What follows belongs to an exercise in optimizing a design on an open flow for small area, a short achievable clock period and few clock cycles per item; a production flow would make more cautious choices.
The RTL was checked by simulation tests, not by an equivalence proof against the original design.

## sin
module sin (
    input  logic        clk,
    input  logic        rst_n,
    input  logic [15:0] x,
    input  logic        start,
    output logic [15:0] result,
    output logic        done
);
==> module sin, before the edit <==
module sin (
    input  logic        clk,
    input  logic        rst_n,
    input  logic [15:0] x,
    input  logic        start,
    output logic [15:0] result,
    output logic        done
);
logic [4:1]  st;
logic [14:0] ra, bnext;
logic [7:0]  b_one, b_two, n_one, n_two;
logic [6:0]  b_neg, n_neg;
logic [12:0] t1;
logic [15:0] acc, p, m3, rslow;
logic        selp;
logic [2:0]  m3r;
logic [3:0]  m2s, m2r;
logic        m2ok;
logic        zero, lng, med, lngr, medr;
assign zero = x[14:0] < 15'h0748;     
assign lng  = ~m2ok;                  
assign med  = ~zero & ~lng;           
always_ff @(posedge clk) begin
    lngr <= lng;
    medr <= med;
end
always_ff @(posedge clk or negedge rst_n) begin
    if (!rst_n) begin
        st <= 4'b0000;
    end else begin
        st <= {st[3], st[2] & lngr, st[1], done & start & ~zero};
    end
end
assign done = ~|st;
sin_coeff_lut lut (.x(x[14:0]), .m3(m3), .m2(m2s), .m2ok(m2ok));
assign acc = (st[4] | (st[2] & medr)) ? result : 16'h0000;
sin_datapath datapath (.ma(ra), .b_one(b_one), .b_two(b_two), .b_neg(b_neg), .acc(acc), .cadd(st[2] & medr), .p(p),
                       .a(ra), .t1(t1));
always_comb begin
    if (st[1])      bnext = {2'b00, t1};
    else if (st[2]) bnext = 15'h0666;
    else if (done)  bnext = x[14:0];
    else            bnext = result[14:0];
end
sin_booth_enc enc (.b(bnext), .one(n_one), .two(n_two), .neg(n_neg));
assign selp = (st[1] & lngr) | (st[2] & medr) | st[4];
sin_rsel rsel (.start(done & start), .med(st[1] & medr), .x(x[14:0]), .result(result), .ra(ra),
               .m2(m2r), .m3(m3r), .r(rslow));
always_ff @(posedge clk) begin
    ra    <= done ? x[14:0] : p[14:0];
    b_one <= n_one;
    b_two <= n_two;
    b_neg <= n_neg ^ {7{st[1] & medr}};    
    m3r   <= m3[2:0];
    m2r   <= m2s;
end
always_ff @(posedge clk) begin
    if ((done & start) | (st[1] & medr) | st[3] | selp) result <= selp ? p : rslow;
end
endmodule
==> module sin_rsel, before the edit <==
module sin_rsel (
    input  logic        start,
    input  logic        med,
    input  logic [14:0] x,
    input  logic [15:0] result,
    input  logic [14:0] ra,
    input  logic [3:0]  m2,
    input  logic [2:0]  m3,
    output logic [15:0] r
);
always_comb begin
    if (start)    r = {1'b0, x};
    else if (med) r = result + {12'b0, m2};
    else          r = {1'b0, x} - {1'b0, ra} - {13'b0, m3};
end
endmodule
Settings: LEC_CHECK=0, CAP_MARGIN=20, CORE_MARGIN=2, CORE_UTILIZATION=40, SETUP_SLACK_MARGIN=4.0, SLEW_MARGIN=20, SYNTH_HIERARCHICAL=1, SYNTH_MINIMUM_KEEP_SIZE=0; clock period 9.5 ns.
run.sh (not shown) runs the stock make flow with config.mk's settings and CLKGATE_MAP_FILE= SYNTH_SCRIPT=/design/flow/synth_recipe.tcl, a recipe that flattens the netlist after the stock synthesis.
Testbench counts at the start, summed over its fixed seeds: cycles 1,428, items 384.
Then changed:
--- a/flow/design.v
+++ b/flow/design.v
@@ -744,14 +744,13 @@
 );
 logic [4:1]  st;
 logic [14:0] ra, bnext;
 logic [7:0]  b_one, b_two, n_one, n_two;
 logic [6:0]  b_neg, n_neg;
 logic [12:0] t1;
-logic [15:0] acc, p, m3, rslow;
-logic        selp;
+logic [15:0] acc, p, m3;
 logic [2:0]  m3r;
 logic [3:0]  m2s, m2r;
 logic        m2ok;
 logic        zero, lng, med, lngr, medr;
 assign zero = x[14:0] < 15'h0748;     
 assign lng  = ~m2ok;                  
@@ -776,25 +775,25 @@
     if (st[1])      bnext = {2'b00, t1};
     else if (st[2]) bnext = 15'h0666;
     else if (done)  bnext = x[14:0];
     else            bnext = result[14:0];
 end
 sin_booth_enc enc (.b(bnext), .one(n_one), .two(n_two), .neg(n_neg));
-assign selp = (st[1] & lngr) | (st[2] & medr) | st[4];
-sin_rsel rsel (.start(done & start), .med(st[1] & medr), .x(x[14:0]), .result(result), .ra(ra),
-               .m2(m2r), .m3(m3r), .r(rslow));
 always_ff @(posedge clk) begin
     ra    <= done ? x[14:0] : p[14:0];
     b_one <= n_one;
     b_two <= n_two;
     b_neg <= n_neg ^ {7{st[1] & medr}};    
     m3r   <= m3[2:0];
     m2r   <= m2s;
 end
 always_ff @(posedge clk) begin
-    if ((done & start) | (st[1] & medr) | st[3] | selp) result <= selp ? p : rslow;
+    if (done & start) result <= {1'b0, x[14:0]};
+    if (st[1] & medr) result <= result + {12'b0, m2r};
+    if ((st[1] & lngr) | (st[2] & medr) | st[4]) result <= p;
+    if (st[3])         result <= {1'b0, x[14:0]} - {1'b0, ra} - {13'b0, m3r};
 end
 endmodule
 module sin_booth_enc (
     input  logic [14:0] b,
     output logic [7:0]  one,
     output logic [7:0]  two,
@@ -807,22 +806,6 @@
         one[i] = e[2*i+1] ^ e[2*i];
         two[i] = (e[2*i+2] & ~e[2*i+1] & ~e[2*i]) | (~e[2*i+2] & e[2*i+1] & e[2*i]);
     end
     for (int i = 0; i < 7; i++) neg[i] = e[2*i+2];
 end
 endmodule
-module sin_rsel (
-    input  logic        start,
-    input  logic        med,
-    input  logic [14:0] x,
-    input  logic [15:0] result,
-    input  logic [14:0] ra,
-    input  logic [3:0]  m2,
-    input  logic [2:0]  m3,
-    output logic [15:0] r
-);
-always_comb begin
-    if (start)    r = {1'b0, x};
-    else if (med) r = result + {12'b0, m2};
-    else          r = {1'b0, x} - {1'b0, ra} - {13'b0, m3};
-end
-endmodule
After rerunning: Design area rises by 2.1%. Count of clock-buffer cells in the layout drops by 2. Via count grows by 5.8%. Cell count is higher by 2.6%. Setup slack improves by 0.054 ns. Non-clock buffer count goes up by 22. Synthesized cell count goes up by 2.8%. Wire length climbs by 9.0%. Hold slack gets better by 0.055 ns. Sequential share of layout area barely changes.
Testbench counts after the change, summed over its fixed seeds: cycles 1,428, items 384.

[separate check: timing with driven ports]
The results above use ideal ports. As a check the final layouts listed here were re-extracted and re-timed, cells and wires unchanged. Step 1 (the two cells are an assumption about what drives the block):
set clk [get_ports {clk}]
set_driving_cell -lib_cell sky130_fd_sc_hd__clkbuf_16 $clk
set_driving_cell -lib_cell sky130_fd_sc_hd__buf_2 [delete_from_list [all_inputs] $clk]
Step 2 adds t to the input delays and takes it off the output delays; t is the mean of the earliest and latest rising clock arrival at the registers after step 1. Input paths then give back, and output paths get back, about the clock's delay inside the block. a / b / c = ideal ports / drivers / drivers and shift; a / b = the first two.
| run | shift t [ns] | setup WS [ns] | worst setup path at the end | pins driven straight from the clock port |
|---|---|---|---|---|
| the first run | 0.370 | 4.111 / 4.111 / 4.015 | input to register | 1 |
| the second run | 0.374 | 4.166 / 4.166 / 4.148 | input to register | 1 |
After both steps setup and hold are still met in every run listed. The setup slack of the first run, which loses most, moves by 0.000 ns with the drivers and by -0.096 ns with both steps.
